From an optimization exercise on the open Yosys and OpenROAD flow, aimed at small area and a short achievable clock period; shortcuts taken in it are not production practice.
The RTL was checked by simulation tests, not by an equivalence proof against the original design.

run A:
Design bitcruncher_dp, start of the top module:
module bitcruncher_dp(
    input         clk,
    input         rst_n,
    input  [21:0] ctrl,             
    input  [15:0] MBR_in_memory,
    output [7:0]  MAR_out_memory,
    output [15:0] MBR_out_memory,
    output [7:0]  IR_out,
    output [3:0]  ALUflags
    );
==> flow/config.mk <==
export PLATFORM = sky130hd
export DESIGN_NAME = bitcruncher_dp
export DESIGN_NICKNAME = bitcruncher_dp
export VERILOG_FILES = /design/flow/design.v
export SDC_FILE = /design/flow/constraint.sdc
export NUM_CORES = 4
export LEC_CHECK = 0
export CAP_MARGIN = 20
export CORE_MARGIN = 2
export CORE_UTILIZATION = 40
export SLEW_MARGIN = 20
==> flow/constraint.sdc <==
create_clock -name core_clock -period 40.0 [get_ports {clk}]
set_input_delay 8.0000 -clock core_clock [delete_from_list [all_inputs] [get_ports {clk}]]
set_output_delay 8.0000 -clock core_clock [all_outputs]
set_load 0.01 [all_outputs]
standard.sh (not shown) runs the stock make flow with config.mk's settings and CLKGATE_MAP_FILE= SYNTH_SCRIPT=/design/flow/synth_recipe.tcl, a recipe that flattens the netlist after the stock synthesis.
==> flow/flow/run.sh <==
#!/bin/bash
# The standard layout, with the standard synthesis, but with timing repair
# aiming for 22 ns of setup slack instead of 0 (the clock period and the
# constraints are the design's own), then gates off the critical paths
# downsized again (power recovery). Each step's output goes to its own log.
set -euo pipefail
bash standard.sh synth > synth.log 2>&1
bash standard.sh SETUP_SLACK_MARGIN=22 RECOVER_POWER=100 finish > layout.log 2>&1
The flow completed for run A, but it is not clean: the layout still shows max-capacitance violations, max-slew violations.
Setup changes, run A to run B
# run A
export LEC_CHECK = 0
export CAP_MARGIN = 20
export CORE_MARGIN = 2
export CORE_UTILIZATION = 40
export SLEW_MARGIN = 20
create_clock -name core_clock -period 40.0 [get_ports {clk}]
# run B
export LEC_CHECK = 0
export ABC_AREA = 1
export CAP_MARGIN = 20
export CORE_MARGIN = 2
export CORE_UTILIZATION = 40
export SLEW_MARGIN = 20
export SYNTH_HIERARCHICAL = 1
create_clock -name core_clock -period 40.0 [get_ports {clk}]
==> flow/flow/run.sh <==
#!/bin/bash
# The standard layout, with the standard synthesis, but with timing repair
# aiming for 26 ns of setup slack instead of 0 (the clock period and the
# constraints are the design's own). Each step's output goes to its own log.
set -euo pipefail
bash standard.sh synth > synth.log 2>&1
bash standard.sh SETUP_SLACK_MARGIN=26 finish > layout.log 2>&1
Both conditions hold for run B: the flow ran to the end and the final layout passed the timing, DRC and antenna checks.
Antenna diode count is lower on run B
Cmp run A and run B / count of buffer and inverter cells on the critical path / lower: run A
Compared with run A, run B shows a top fanout value on the critical path that is 21% lower.
The number of signal-net inverters in the final layout number comes out higher for run B vs run A.
Area overhead of the layout relative to synthesis: run B lower than run A
For run C, these inputs were changed with respect to run B:
# run B
export LEC_CHECK = 0
export ABC_AREA = 1
export CAP_MARGIN = 20
export CORE_MARGIN = 2
export CORE_UTILIZATION = 40
export SLEW_MARGIN = 20
export SYNTH_HIERARCHICAL = 1
create_clock -name core_clock -period 40.0 [get_ports {clk}]
# run C
export LEC_CHECK = 0
export ABC_AREA = 1
export CAP_MARGIN = 20
export CORE_MARGIN = 2
export CORE_UTILIZATION = 40
export SLEW_MARGIN = 20
create_clock -name core_clock -period 40.0 [get_ports {clk}]
Result for run C and run B: all clean. The setup slack of run C is smaller than that of run B. Run B reports its largest family of logic cells by synthesized area as simple AND/OR/NAND/NOR gates while run C reports adder cells. The synthesis-to-finish area growth number comes out higher for run C vs run B. Run C vs. run B: global-route wire length before repair has increased, area of the mapped netlist has decreased, finished layout cell area now sits lower.
For run D, these inputs were changed with respect to run C:
# run C
export LEC_CHECK = 0
export ABC_AREA = 1
export CAP_MARGIN = 20
export CORE_MARGIN = 2
export CORE_UTILIZATION = 40
export SLEW_MARGIN = 20
create_clock -name core_clock -period 40.0 [get_ports {clk}]
# run D
export LEC_CHECK = 0
export CAP_MARGIN = 20
export CORE_MARGIN = 2
export CORE_UTILIZATION = 40
export SLEW_MARGIN = 20
create_clock -name core_clock -period 40.0 [get_ports {clk}]
==> flow/flow/run.sh <==
#!/bin/bash
# The standard layout, with the standard synthesis, but with timing repair
# aiming for 24 ns of setup slack instead of 0 (the clock period and the
# constraints are the design's own). Each step's output goes to its own log.
set -euo pipefail
bash standard.sh synth > synth.log 2>&1
bash standard.sh SETUP_SLACK_MARGIN=24 finish > layout.log 2>&1
Run D — all-layer global routing usage 2.1 points higher, run C as reference
The length of routed wiring on met1 reported for run D is greater than that of run C by 8.1%.
Sequential share of layout area sits lower in run D than in run C.
### run D -> run E
# run D
export LEC_CHECK = 0
export CAP_MARGIN = 20
export CORE_MARGIN = 2
export CORE_UTILIZATION = 40
export SLEW_MARGIN = 20
create_clock -name core_clock -period 40.0 [get_ports {clk}]
# run E
export LEC_CHECK = 0
export ABC_AREA = 1
export CAP_MARGIN = 20
export CORE_MARGIN = 2
export CORE_UTILIZATION = 40
export SLEW_MARGIN = 20
create_clock -name core_clock -period 40.0 [get_ports {clk}]
==> flow/flow/run.sh <==
#!/bin/bash
# The standard layout, with the standard synthesis, but with timing repair
# aiming for 28 ns of setup slack instead of 0 (the clock period and the
# constraints are the design's own). Each step's output goes to its own log.
set -euo pipefail
bash standard.sh synth > synth.log 2>&1
bash standard.sh SETUP_SLACK_MARGIN=28 finish > layout.log 2>&1
- Of the two values seen for highest routed metal layer, met4 was produced by run E and met5 by run D.
- Of run E and run D, it is run E that has the higher number of multi-input logic gates.
- | via count | run D vs run E | ≈ equal |
- Worst stage delay on the critical path, run D and run E, higher one = run D.
- In run E, the placement-stage worst setup slack came out 4300 ps above the value in run D.
- Run D and run E ended up with roughly the same area occupied by registers.
Input changes introduced in run F (baseline for comparison: run E):
# run E
export LEC_CHECK = 0
export ABC_AREA = 1
export CAP_MARGIN = 20
export CORE_MARGIN = 2
export CORE_UTILIZATION = 40
export SLEW_MARGIN = 20
create_clock -name core_clock -period 40.0 [get_ports {clk}]
# run F
export LEC_CHECK = 0
export CAP_MARGIN = 20
export CORE_MARGIN = 2
export CORE_UTILIZATION = 40
export SLEW_MARGIN = 20
create_clock -name core_clock -period 40.0 [get_ports {clk}]
==> flow/flow/run.sh <==
#!/bin/bash
# The standard layout, with the standard synthesis, but with timing repair
# aiming for 22 ns of setup slack instead of 0 (the clock period and the
# constraints are the design's own). Each step's output goes to its own log.
set -euo pipefail
bash standard.sh synth > synth.log 2>&1
bash standard.sh SETUP_SLACK_MARGIN=22 finish > layout.log 2>&1
==> results.txt <==
Going from run E to run F, count of nets after finishing shrinks by 15%. Diff run E -> run F | number of standard-cell rows in the floorplan | increase of 1. [run F] critical path depth in cells fell 15 relative to run E. Compared to run E, run F shows a narrower setup margin. Total half-perimeter wirelength after legalization and detailed placement | run F above run E.

-- static timing again, ports no longer ideal --
No port has a modelled driver above. Below, the same layouts with a new extraction and two added sets of constraints.
Step 1: set_driving_cell puts a clkbuf_16 on clk and a buf_2 on each other input, an assumption about the parent block.
Step 2 also shifts input and output timing later by t, the mid clock arrival at the registers, as if the neighbouring blocks saw the same clock.
Slacks: ideal / step 1 / step 2; pairs: ideal / step 1.
run	t (ns)	setup slack, ns	hold WS [ns]	cell pins on the clock port's net
run A	0.405	20.895 / 20.895 / 20.895	0.489 / 0.489 / 0.489	1
run B	0.397	27.016 / 27.016 / 27.016	0.485 / 0.485 / 0.485	1
run C	0.402	26.999 / 27.019 / 26.617	0.493 / 0.493 / 0.493	1
run D	0.414	24.344 / 24.344 / 24.344	0.501 / 0.501 / 0.501	1
run E	0.414	28.248 / 28.248 / 27.961	0.491 / 0.491 / 0.491	1
run F	0.404	22.673 / 22.673 / 22.673	0.491 / 0.491 / 0.491	1
For run C, which loses most, drivers alone change the setup slack by +0.020 ns; drivers and shift together by -0.382 ns.
